What follows belongs to an exercise in optimizing a design on an open flow for small area and a short achievable clock period; a production flow would make more cautious choices.
Only simulation tests tie the RTL to the original design; equivalence was not proved.

run A:
## mbox
module mbox(clk, rst, op1, op2, mdsel, out);
  parameter XLEN = 32;
  input logic clk;
  input logic rst;
  input logic [(XLEN/2)-1:0] op1;
  input logic [(XLEN/2)-1:0] op2;
  input logic mdsel;
  output logic [XLEN-1:0] out;
  logic [15:0] a_n, b_n;    
  c_inv u1 (.a(op1[0]), .y(a_n[0]));
  c_inv u2 (.a(op2[0]), .y(b_n[0]));
  c_inv u3 (.a(op1[1]), .y(a_n[1]));
  c_inv u4 (.a(op2[1]), .y(b_n[1]));
  c_inv u5 (.a(op1[2]), .y(a_n[2]));
  c_inv u6 (.a(op2[2]), .y(b_n[2]));
  c_inv u7 (.a(op1[3]), .y(a_n[3]));
  c_inv u8 (.a(op2[3]), .y(b_n[3]));
  c_inv u9 (.a(op1[4]), .y(a_n[4]));
  c_inv u10 (.a(op2[4]), .y(b_n[4]));
  c_inv u11 (.a(op1[5]), .y(a_n[5]));
  c_inv u12 (.a(op2[5]), .y(b_n[5]));
  c_inv u13 (.a(op1[6]), .y(a_n[6]));
  c_inv u14 (.a(op2[6]), .y(b_n[6]));
  c_inv u15 (.a(op1[7]), .y(a_n[7]));
  c_inv u16 (.a(op2[7]), .y(b_n[7]));
  c_inv u17 (.a(op1[8]), .y(a_n[8]));
  c_inv u18 (.a(op2[8]), .y(b_n[8]));
  c_inv u19 (.a(op1[9]), .y(a_n[9]));
  c_inv u20 (.a(op2[9]), .y(b_n[9]));
  c_inv u21 (.a(op1[10]), .y(a_n[10]));
  c_inv u22 (.a(op2[10]), .y(b_n[10]));
  c_inv u23 (.a(op1[11]), .y(a_n[11]));
  c_inv u24 (.a(op2[11]), .y(b_n[11]));
  c_inv u25 (.a(op1[12]), .y(a_n[12]));
  ...
Size in the first run: ~32 flip-flops, about 0.011 mm^2 of cells after synthesis.
clock: 125.0 ns
lec_check: 0
abc_area: 1
cap_margin: 20
core_margin: 2
core_utilization: 65
slew_margin: 20
synth_hierarchical: 1
synth_minimum_keep_size: 0
standard.sh (not shown) runs the stock make flow with config.mk's settings and CLKGATE_MAP_FILE= SYNTH_SCRIPT=/design/flow/synth_recipe.tcl, a recipe that flattens the netlist after the stock synthesis.
==> flow/flow/run.sh <==
#!/bin/bash
# The standard layout with two changes:
#  - synthesis maps the logic with ABC using flow/abc.script (a yosys tcl
#    wrapper swaps the script; the rest of the standard synthesis is unchanged);
#  - plain buffers (buf_2) on the ports instead of the delay cell that
#    buffer_ports picks by default. Every port still gets a buffer.
set -euo pipefail
W=$(pwd)
cat > "$W/my_synth.tcl" <<EOT
proc abc {args} {
  set i [lsearch -exact \$args -script]
  if { \$i >= 0 } { lset args [expr {\$i+1}] $W/flow/abc.script }
  yosys abc {*}\$args
}
source $W/synth_recipe.tcl
EOT
sed "s#$W/synth_recipe.tcl#$W/my_synth.tcl#g" standard.sh > my_standard.sh
grep -q my_synth.tcl my_standard.sh
export BUFFER_PORTS_ARGS="-buffer_cell sky130_fd_sc_hd__buf_2"
bash my_standard.sh > standard.log 2>&1
==> flow/flow/abc.script <==
strash
dc2
dch
map -B 0.9
topo
stime -c
Relative to run A, the following input files were edited for run B:
-- flow/flow/run.sh --
<<< run A, line 17
sed "s#$W/synth_recipe.tcl#$W/my_synth.tcl#g" standard.sh > my_standard.sh
grep -q my_synth.tcl my_standard.sh
export BUFFER_PORTS_ARGS="-buffer_cell sky130_fd_sc_hd__buf_2"
bash my_standard.sh > standard.log 2>&1
>>> run B, line 17
sed "s#$W/synth_recipe.tcl#$W/my_synth.tcl#g" standard.sh > my_standard.sh
grep -q my_synth.tcl my_standard.sh
export SETUP_SLACK_MARGIN=87
export BUFFER_PORTS_ARGS="-buffer_cell sky130_fd_sc_hd__buf_2"
bash my_standard.sh > standard.log 2>&1
==> flow/flow/abc.script <==
strash
dch
map
topo
stime -c
buffer -c
upsize -c
dnsize -c
--- outcome ---
Looking at post-route non-filler standard cell count, run B sits 410 above run A.
Delta (run B minus run A): area growth from synthesis to layout up 18 points, area of all placed cells without fillers up 40%.
The inputs of run C differ from those of run B as listed below.
# run B
export LEC_CHECK = 0
export ABC_AREA = 1
export CAP_MARGIN = 20
export CORE_MARGIN = 2
export CORE_UTILIZATION = 65
export SLEW_MARGIN = 20
export SYNTH_HIERARCHICAL = 1
export SYNTH_MINIMUM_KEEP_SIZE = 0
create_clock -name core_clock -period 125.0 [get_ports {clk}]
# run C
export LEC_CHECK = 0
export ABC_AREA = 1
export CAP_MARGIN = 20
export CORE_MARGIN = 2
export CORE_UTILIZATION = 65
export GPL_TIMING_DRIVEN = 0
export SLEW_MARGIN = 20
export SYNTH_HIERARCHICAL = 1
export SYNTH_MINIMUM_KEEP_SIZE = 0
create_clock -name core_clock -period 125.0 [get_ports {clk}]
-- flow/flow/run.sh --
<<< run B, line 17
sed "s#$W/synth_recipe.tcl#$W/my_synth.tcl#g" standard.sh > my_standard.sh
grep -q my_synth.tcl my_standard.sh
export SETUP_SLACK_MARGIN=87
export BUFFER_PORTS_ARGS="-buffer_cell sky130_fd_sc_hd__buf_2"
bash my_standard.sh > standard.log 2>&1
>>> run C, line 17
sed "s#$W/synth_recipe.tcl#$W/my_synth.tcl#g" standard.sh > my_standard.sh
grep -q my_synth.tcl my_standard.sh
export BUFFER_PORTS_ARGS="-buffer_cell sky130_fd_sc_hd__buf_2"
bash my_standard.sh > standard.log 2>&1
- NOTE: sequential share of layout area in run C exceeds that of run B
- Diff run B -> run C | final-layout non-clock buffer area share | decrease of 8.3 points
- Taking run C as 1.0, run B lands at 2.5 on count of plain and timing-repair buffers in the layout.
- Diff run C..run B | initial antenna violation count | unchanged
- Number of cells on the critical path shrinks slightly when moving from run B to run C.
- Run B → run C: synthesized cell count now sits at about the same level, placed standard-cell area now sits higher.
- Compared run C vs run B, and number of DRC markers in iteration 0 is down in run C.
The inputs of run D differ from those of run C as listed below.
# run C
export LEC_CHECK = 0
export ABC_AREA = 1
export CAP_MARGIN = 20
export CORE_MARGIN = 2
export CORE_UTILIZATION = 65
export GPL_TIMING_DRIVEN = 0
export SLEW_MARGIN = 20
export SYNTH_HIERARCHICAL = 1
export SYNTH_MINIMUM_KEEP_SIZE = 0
create_clock -name core_clock -period 125.0 [get_ports {clk}]
# run D
export LEC_CHECK = 0
export ABC_AREA = 1
export CAP_MARGIN = 20
export CORE_MARGIN = 2
export CORE_UTILIZATION = 65
export SLEW_MARGIN = 20
export SYNTH_HIERARCHICAL = 1
export SYNTH_MINIMUM_KEEP_SIZE = 0
create_clock -name core_clock -period 125.0 [get_ports {clk}]
==> flow/flow/abc.script <==
strash
dch
map -D 15000
topo
stime -c
buffer -c
upsize -c -D 15000
dnsize -c -D 15000
[summary]
[run D vs run C] wire length: lower in run D. met5 as the uppermost signal routing layer after detailed routing was reported by run D, and met4 by run C. Measured against each other, run D and run C differ in sequential share of layout area, the higher figure coming from run D. Taking run C as the reference point, the post-route minimum period of run D rises by 1.51 ns. Run D ends up with a post-synth design cell area that is about 3.7% lower than in run C.
Input-level comparison between run E and run D:
-- flow/flow/run.sh --
<<< run D, line 17
sed "s#$W/synth_recipe.tcl#$W/my_synth.tcl#g" standard.sh > my_standard.sh
grep -q my_synth.tcl my_standard.sh
export BUFFER_PORTS_ARGS="-buffer_cell sky130_fd_sc_hd__buf_2"
bash my_standard.sh > standard.log 2>&1
>>> run E, line 17
sed "s#$W/synth_recipe.tcl#$W/my_synth.tcl#g" standard.sh > my_standard.sh
grep -q my_synth.tcl my_standard.sh
export BUFFER_PORTS_ARGS="-buffer_cell sky130_fd_sc_hd__buf_4"
bash my_standard.sh > standard.log 2>&1
==> flow/flow/abc.script <==
strash
dch
map
topo
stime -c
buffer -c
upsize -c
dnsize -c
## What came out
Run D has a lower area fraction in compound gates after synthesis than run E.
Looking at final instance area, run E sits 3.6% above run D.
Between run D and run E, the flow reports via density per instance increasing slightly.
Run D → run E: area after synthesis shows an increase of about 4%, total of plain and repair buffers excluding clock buffers shows a reduction of about 5.6%.
Core area delta (run E − run D): unfavourable
| maximum cell stage delay along the critical path | run E vs run D | 0.07 ns lower |

---

Starting RTL as in the previous note.
## mbox
module mbox(clk, rst, op1, op2, mdsel, out);
  parameter XLEN = 32;
  input logic clk;
  input logic rst;
  input logic [(XLEN/2)-1:0] op1;
  input logic [(XLEN/2)-1:0] op2;
  input logic mdsel;
  output logic [XLEN-1:0] out;
  logic [15:0] a_n, b_n;    
  c_inv u1 (.a(op1[0]), .y(a_n[0]));
  c_inv u2 (.a(op2[0]), .y(b_n[0]));
  c_inv u3 (.a(op1[1]), .y(a_n[1]));
  c_inv u4 (.a(op2[1]), .y(b_n[1]));
  c_inv u5 (.a(op1[2]), .y(a_n[2]));
  c_inv u6 (.a(op2[2]), .y(b_n[2]));
  c_inv u7 (.a(op1[3]), .y(a_n[3]));
  c_inv u8 (.a(op2[3]), .y(b_n[3]));
  c_inv u9 (.a(op1[4]), .y(a_n[4]));
  c_inv u10 (.a(op2[4]), .y(b_n[4]));
  c_inv u11 (.a(op1[5]), .y(a_n[5]));
  c_inv u12 (.a(op2[5]), .y(b_n[5]));
  c_inv u13 (.a(op1[6]), .y(a_n[6]));
  c_inv u14 (.a(op2[6]), .y(b_n[6]));
  c_inv u15 (.a(op1[7]), .y(a_n[7]));
  c_inv u16 (.a(op2[7]), .y(b_n[7]));
  c_inv u17 (.a(op1[8]), .y(a_n[8]));
  c_inv u18 (.a(op2[8]), .y(b_n[8]));
  c_inv u19 (.a(op1[9]), .y(a_n[9]));
  c_inv u20 (.a(op2[9]), .y(b_n[9]));
  c_inv u21 (.a(op1[10]), .y(a_n[10]));
  c_inv u22 (.a(op2[10]), .y(b_n[10]));
  c_inv u23 (.a(op1[11]), .y(a_n[11]));
  c_inv u24 (.a(op2[11]), .y(b_n[11]));
  c_inv u25 (.a(op1[12]), .y(a_n[12]));
  c_inv u26 (.a(op2[12]), .y(b_n[12]));
  c_inv u27 (.a(op1[13]), .y(a_n[13]));
  c_inv u28 (.a(op2[13]), .y(b_n[13]));
  ...
Settings: LEC_CHECK=0, ABC_AREA=1, CAP_MARGIN=20, CORE_MARGIN=2, CORE_UTILIZATION=65, SLEW_MARGIN=20, SYNTH_HIERARCHICAL=1, SYNTH_MINIMUM_KEEP_SIZE=0; clock period 125.0 ns.
==> flow/flow/run.sh <==
#!/bin/bash
# The standard layout with two changes:
#  - synthesis maps the logic with ABC using flow/abc.script (a yosys tcl
#    wrapper swaps the script; the rest of the standard synthesis is unchanged);
#  - plain buffers (buf_2) on the ports instead of the delay cell that
#    buffer_ports picks by default. Every port still gets a buffer.
set -euo pipefail
W=$(pwd)
cat > "$W/my_synth.tcl" <<EOT
proc abc {args} {
  set i [lsearch -exact \$args -script]
  if { \$i >= 0 } { lset args [expr {\$i+1}] $W/flow/abc.script }
  yosys abc {*}\$args
}
source $W/synth_recipe.tcl
EOT
sed "s#$W/synth_recipe.tcl#$W/my_synth.tcl#g" standard.sh > my_standard.sh
grep -q my_synth.tcl my_standard.sh
export BUFFER_PORTS_ARGS="-buffer_cell sky130_fd_sc_hd__buf_2"
bash my_standard.sh > standard.log 2>&1
==> flow/flow/abc.script <==
strash
dch
map -D 14000
topo
stime -c
upsize -c -D 14000
dnsize -c -D 14000
Next try:
==> flow/flow/abc.script (replaced) <==
strash
dch
map -D 15000
topo
stime -c
upsize -c -D 15000
dnsize -c -D 15000
After rerunning: The new run ran to the end with no violations; wire length stays flat; count of clock-buffer cells in the layout does not change; die area fell by 0.68%.
Next try:
==> flow/flow/abc.script (replaced) <==
strash
dch
map -D 14000
topo
stime -c
buffer -c
upsize -c -D 14000
dnsize -c -D 14000
After rerunning: The new run went through all stages and came out clean; synthesized area rises by 3.7%; worst setup slack gains 1.1 ns; wire length rises by 4.7%.
Next try:
--- a/flow/flow/run.sh
+++ b/flow/flow/run.sh
@@ -18,0 +19 @@
+export SETUP_SLACK_MARGIN=82
==> flow/flow/abc.script (replaced) <==
strash
dch
map
topo
stime -c
buffer -c
upsize -c
dnsize -c
Core utilization goes up by 6.1 points. Wire length rose by about 4.4%. Cell count climbs by about 4%. Via count rose by 4.5%. Count of clock-buffer cells in the layout is unchanged. Synthesized area rises by 1.5%. Global-route usage is lower by 1.2 points. Die area went up by about 1.4%.

## what the ideal ports hide
The flow's constraints put no driver on any port. The routed layouts listed below were extracted and timed again, unchanged, in two steps.
Step 1 sets driving cells, clkbuf_16 on the clock port and buf_2 on the other inputs (assumed; they add their load-dependent delay and slew).
Step 2 also shifts input and output timing later by t, the mid clock arrival at the registers, as if the neighbouring blocks saw the same clock.
Three values: no drivers, after step 1, after step 2; two values: the first two.
| run | t, ns | setup WS [ns] | worst setup path after step 2 | latest minus earliest clock arrival (ns) | worst slew at a driven data input, ns |
|---|---|---|---|---|---|
| run A | 0.325 | 73.401 / 73.413 / 73.088 | input to register | 0.007 / 0.007 | 0.05 |
| run B | 0.332 | 81.225 / 81.225 / 80.894 | input to register | 0.013 / 0.013 | 0.20 |
| run C | 0.330 | 82.848 / 82.863 / 82.533 | input to register | 0.011 / 0.011 | 0.07 |
| run D | 0.335 | 81.338 / 81.357 / 81.022 | input to register | 0.017 / 0.016 | 0.07 |
| run E | 0.329 | 82.519 / 82.530 / 82.202 | input to register | 0.016 / 0.015 | 0.03 |
| the first run of note 2 | 0.349 | 82.726 / 82.750 / 82.401 | input to register | 0.008 / 0.008 | 0.07 |
| the second run of note 2 | 0.332 | 81.714 / 81.735 / 81.403 | input to register | 0.009 / 0.009 | 0.06 |
| the third run of note 2 | 0.336 | 82.767 / 82.784 / 82.448 | input to register | 0.021 / 0.021 | 0.03 |
| the fourth run of note 2 | 0.331 | 82.831 / 82.817 / 82.486 | input to register | 0.012 / 0.011 | 0.06 |
After both steps setup and hold are still met in every run listed. The setup slack of the fourth run of note 2, which loses most, moves by -0.014 ns with the drivers and by -0.345 ns with both steps.
